What follows belongs to an exercise in optimizing a design on an open flow for a short achievable clock period and few clock cycles; a production flow would make more cautious choices.
Function was checked by simulation only, so behaviour that the tests miss may differ from the original.
The flow treats the clock pin as an ideal source. Dropping or thinning the clock tree relies on that and would not hold on a real chip.
Power is estimated from default activity; no workload was simulated.

== tundra ==
// day4_top
module day4_top( clk, rst, rom_addr, rom_data, sum_overlap, sum_contain, done );
For scale: roughly 680 cells after synthesis, roughly 250 flip-flops, about 57 I/O pins, ~7800 µm² of cells after synthesis.
clock: 4.0 ns
lec_check: 0
abc_clock_period_in_ps: 1500
cap_margin: 20
core_margin: 2
core_utilization: 60
place_density: 0.7
setup_slack_margin: 2.9
slew_margin: 20
tns_end_percent: 100
post_cts_tcl: /design/flow/flow/clocktree.tcl
standard.sh (not shown) runs the stock make flow with config.mk's settings and CLKGATE_MAP_FILE= SYNTH_SCRIPT=/design/flow/synth_recipe.tcl, a recipe that flattens the netlist after the stock synthesis.
==> flow/flow/run.sh <==
#!/bin/bash
# The standard layout, with the clock tree that ORFS's CTS builds replaced
# by a two-level one (flow/clocktree.tcl, run as ORFS's POST_CTS_TCL hook).
set -euo pipefail
here=$(pwd)
echo "export POST_CTS_TCL = $here/flow/clocktree.tcl" >> config.mk
bash standard.sh finish > standard_make.log 2>&1
==> flow/flow/clocktree.tcl <==
# Rebuild the clock tree with two levels of buffers: the clock port drives
# four clkbuf_16 buffers, one per quadrant of the registers' placement, and
# each of those drives LEAVES clkbuf_16 buffers, each driving the registers
# of one part of its quadrant (split at the median along the wider side).
# Run as POST_CTS_TCL, after ORFS's CTS.
set ::block [ord::get_db_block]
set db [ord::get_db]
set clk_net [$::block findNet clk]
set bufm [$db findMaster sky130_fd_sc_hd__clkbuf_16]

# all clock sinks (register clock pins) reached from the clock port
set ::sinks {}
set ::cts_bufs {}
proc walk {net} {
  foreach it [$net getITerms] {
    set inst [$it getInst]
    if {[$it getIoType] != "INPUT"} { continue }
    set m [[$inst getMaster] getName]
    if {[string match "sky130_fd_sc_hd__clkbuf_*" $m] || [string match "sky130_fd_sc_hd__clkinv*" $m] || [string match "sky130_fd_sc_hd__buf_*" $m]} {
      lappend ::cts_bufs $inst
      foreach o [$inst getITerms] {
        if {[$o getIoType] == "OUTPUT" && [$o getNet] != "NULL"} { walk [$o getNet] }
      }
    } else {
      lappend ::sinks $it
    }
  }
}
walk $clk_net
puts "clocktree: [llength $::sinks] sinks, [llength $::cts_bufs] old buffers"


if {![info exists ::env(CT_LEAVES)]} { set ::env(CT_LEAVES) 3 }
set leaves_per_root $::env(CT_LEAVES)

# sink positions
set ::pos [dict create]
foreach it $::sinks {
  set b [[$it getInst] getBBox]
  dict set ::pos $it [list [expr {([$b xMin] + [$b xMax]) / 2}] [expr {([$b yMin] + [$b yMax]) / 2}]]
}
proc ctr {items} {
  set sx 0; set sy 0
  foreach it $items { lassign [dict get $::pos $it] x y; incr sx $x; incr sy $y }
  set n [llength $items]
  return [list [expr {$sx / $n}] [expr {$sy / $n}]]
}
# split items into n parts of near-equal size, cutting across the wider side
proc bisect {items n} {
  if {$n <= 1 || [llength $items] < 2} { return [list $items] }
  set xs {}; set ys {}
  foreach it $items { lassign [dict get $::pos $it] x y; lappend xs $x; lappend ys $y }
  set xs [lsort -integer $xs]; set ys [lsort -integer $ys]
  set wx [expr {[lindex $xs end] - [lindex $xs 0]}]
  set wy [expr {[lindex $ys end] - [lindex $ys 0]}]
  set k [expr {$wx >= $wy ? 0 : 1}]
  set sorted [lsort -integer -index 1 [lmap it $items {list $it [lindex [dict get $::pos $it] $k]}]]
  set n1 [expr {$n / 2}]
  set cut [expr {[llength $items] * $n1 / $n}]
  set a [lmap p [lrange $sorted 0 [expr {$cut - 1}]] {lindex $p 0}]
  set b [lmap p [lrange $sorted $cut end] {lindex $p 0}]
  return [concat [bisect $a $n1] [bisect $b [expr {$n - $n1}]]]
}
proc place_buf {name master x y} {
  set inst [odb::dbInst_create $::block $master $name]
  $inst setLocation [expr {$x - [$master getWidth] / 2}] [expr {$y - [$master getHeight] / 2}]
  $inst setPlacementStatus PLACED
  return $inst
}
# drop the old tree
set old_nets {}
foreach inst $::cts_bufs {
  foreach o [$inst getITerms] {
    if {[$o getIoType] == "OUTPUT" && [$o getNet] != "NULL"} { lappend old_nets [$o getNet] }
  }
}
foreach it $::sinks { $it disconnect }
foreach inst $::cts_bufs { odb::dbInst_destroy $inst }
foreach n [lsort -unique $old_nets] {
  if {[llength [$n getITerms]] == 0 && [llength [$n getBTerms]] == 0} { odb::dbNet_destroy $n }
}


set roots [bisect $::sinks 4]
set r 0
foreach rg $roots {
  set rnet [odb::dbNet_create $::block "clknet_r$r"]
  $rnet setSigType CLOCK
  set l 0
  set lcs {}
  foreach lg [bisect $rg $leaves_per_root] {
    set lnet [odb::dbNet_create $::block "clknet_r${r}_l$l"]
    $lnet setSigType CLOCK
    lassign [ctr $lg] cx cy
    lappend lcs [list $cx $cy]
    set inst [place_buf "clkbuf_r${r}_l$l" $bufm $cx $cy]
    [$inst findITerm A] connect $rnet
    [$inst findITerm X] connect $lnet
    foreach it $lg { $it connect $lnet }
    puts "clocktree: root $r leaf $l: [llength $lg] sinks at [expr {$cx / 1000.0}] [expr {$cy / 1000.0}]"
    incr l
  }
  set sx 0; set sy 0
  foreach c $lcs { incr sx [lindex $c 0]; incr sy [lindex $c 1] }
  set inst [place_buf "clkbuf_r$r" $bufm [expr {$sx / [llength $lcs]}] [expr {$sy / [llength $lcs]}]]
  [$inst findITerm A] connect $clk_net
  [$inst findITerm X] connect $rnet
  incr r
}

detailed_placement
estimate_parasitics -placement
repair_timing_helper
detailed_placement
check_placement -verbose
Testbench counts of tundra, summed over its fixed seeds: cycles 23,731.
## Diff of input files: zinc against tundra
- swapping 2.9 for 2.4 in SETUP_SLACK_MARGIN
## What came out
- The final layouts of zinc and tundra pass the timing, design-rule and antenna checks.
- Delta (zinc minus tundra): routed wire length on met3 decreased by about 40% relative to the old numbers, total chip power decreased by 3.9% relative to the old numbers, number of standard cells in the layout, taps in and fillers out decreased by 79 relative to the old numbers, met2 wire length decreased by about 37% relative to the old numbers.
- Compared with tundra, placement density in the core of zinc is lower.
- First-pass GRT wire length: zinc lower than tundra
- Looking at met1 usage, zinc sits 5.6 points lower than tundra does.
- Looking at routed wirelength normalized by instance count, zinc sits 29% lower than tundra does.
- For the power density over the cells, zinc came in about 15% higher than tundra did.
- zinc ends up with a critical path arrival that is 0.94 ns higher than in tundra.
diff inputs: zinc => pepper
--- a/flow/flow/clocktree.tcl
+++ b/flow/flow/clocktree.tcl
@@ -1,5 +1,5 @@
-# Rebuild the clock tree with two levels of buffers: the clock port drives
-# four clkbuf_16 buffers, one per quadrant of the registers' placement, and
-# each of those drives LEAVES clkbuf_16 buffers, each driving the registers
-# of one part of its quadrant (split at the median along the wider side).
-# Run as POST_CTS_TCL, after ORFS's CTS.
+# Rebuild the clock tree with two levels of inverters: the clock port drives
+# four clkinv_16, one per quadrant of the registers' placement, and each of
+# those drives CT_LEAVES clkinv_8, each driving the registers of one part of
+# its quadrant (split at the median along the wider side), so the registers
+# see the clock twice inverted. Run as POST_CTS_TCL, after ORFS's CTS.
@@ -9 +9,4 @@
-set bufm [$db findMaster sky130_fd_sc_hd__clkbuf_16]
+if {![info exists ::env(CT_ROOT)]} { set ::env(CT_ROOT) sky130_fd_sc_hd__clkinv_16 }
+if {![info exists ::env(CT_LEAF)]} { set ::env(CT_LEAF) sky130_fd_sc_hd__clkinv_8 }
+set rootm [$db findMaster $::env(CT_ROOT)]
+set leafm [$db findMaster $::env(CT_LEAF)]
@@ -19 +22 @@
-    if {[string match "sky130_fd_sc_hd__clkbuf_*" $m] || [string match "sky130_fd_sc_hd__clkinv*" $m] || [string match "sky130_fd_sc_hd__buf_*" $m]} {
+    if {[string match "sky130_fd_sc_hd__clkbuf_*" $m] || [string match "sky130_fd_sc_hd__clkinv*" $m] || [string match "sky130_fd_sc_hd__buf_*" $m] || [string match "sky130_fd_sc_hd__inv_*" $m]} {
@@ -33 +36 @@
-if {![info exists ::env(CT_LEAVES)]} { set ::env(CT_LEAVES) 3 }
+if {![info exists ::env(CT_LEAVES)]} { set ::env(CT_LEAVES) 4 }
@@ -62,0 +66,5 @@
+}
+proc outpin {master} {
+  foreach mt [$master getMTerms] {
+    if {[$mt getIoType] == "OUTPUT"} { return [$mt getName] }
+  }
@@ -96 +104 @@
-    set inst [place_buf "clkbuf_r${r}_l$l" $bufm $cx $cy]
+    set inst [place_buf "clkbuf_r${r}_l$l" $leafm $cx $cy]
@@ -98 +106 @@
-    [$inst findITerm X] connect $lnet
+    [$inst findITerm [outpin $leafm]] connect $lnet
@@ -105 +113 @@
-  set inst [place_buf "clkbuf_r$r" $bufm [expr {$sx / [llength $lcs]}] [expr {$sy / [llength $lcs]}]]
+  set inst [place_buf "clkbuf_r$r" $rootm [expr {$sx / [llength $lcs]}] [expr {$sy / [llength $lcs]}]]
@@ -107 +115 @@
-  [$inst findITerm X] connect $rnet
+  [$inst findITerm [outpin $rootm]] connect $rnet
## What came out
- Est. power | pepper vs zinc | pepper lower
- [diff] clock period minus worst slack, pepper relative to zinc: regression
- Relative to zinc, the static leakage of pepper is lower by 0.40%.
- Of pepper and zinc, the lower insertion delay of the later-clocked pin in the worst-skew pair belongs to pepper.
- Routed length on met1 is higher on pepper
- Looking only at cell area, and setting everything else aside, the lower value of pepper and zinc goes to zinc.
- As of pepper, multi-input gate area in the final layout had risen slightly compared to zinc.
No run of this note takes its clock network from TritonCTS; it comes from the design's own scripts or RTL.

-- separate check: timing with driven ports --
The results above use ideal ports. As a check the final layouts listed here were re-extracted and re-timed, cells and wires unchanged.
Step 1, drivers: a clkbuf_16 drives clk and a buf_2 each remaining input, both assumed.
Step 2 also shifts input and output timing later by t, the mid clock arrival at the registers, as if the neighbouring blocks saw the same clock.
Three values: ideal ports, drivers, drivers and shift; two values: the first two.
run	t (ns)	setup slack, ns	slew at the worst register clock pin (ns)	cell pins on the clock port's net
tundra	0.382	2.375 / 2.283 / 2.116	0.09 / 0.09	4
zinc	0.375	2.435 / 2.355 / 2.112	0.09 / 0.09	4
pepper	0.358	2.276 / 2.227 / 2.079	0.06 / 0.07	4
After both steps setup and hold are still met in every run listed. For zinc, which loses most, drivers alone change the setup slack by -0.080 ns; drivers and shift together by -0.323 ns.
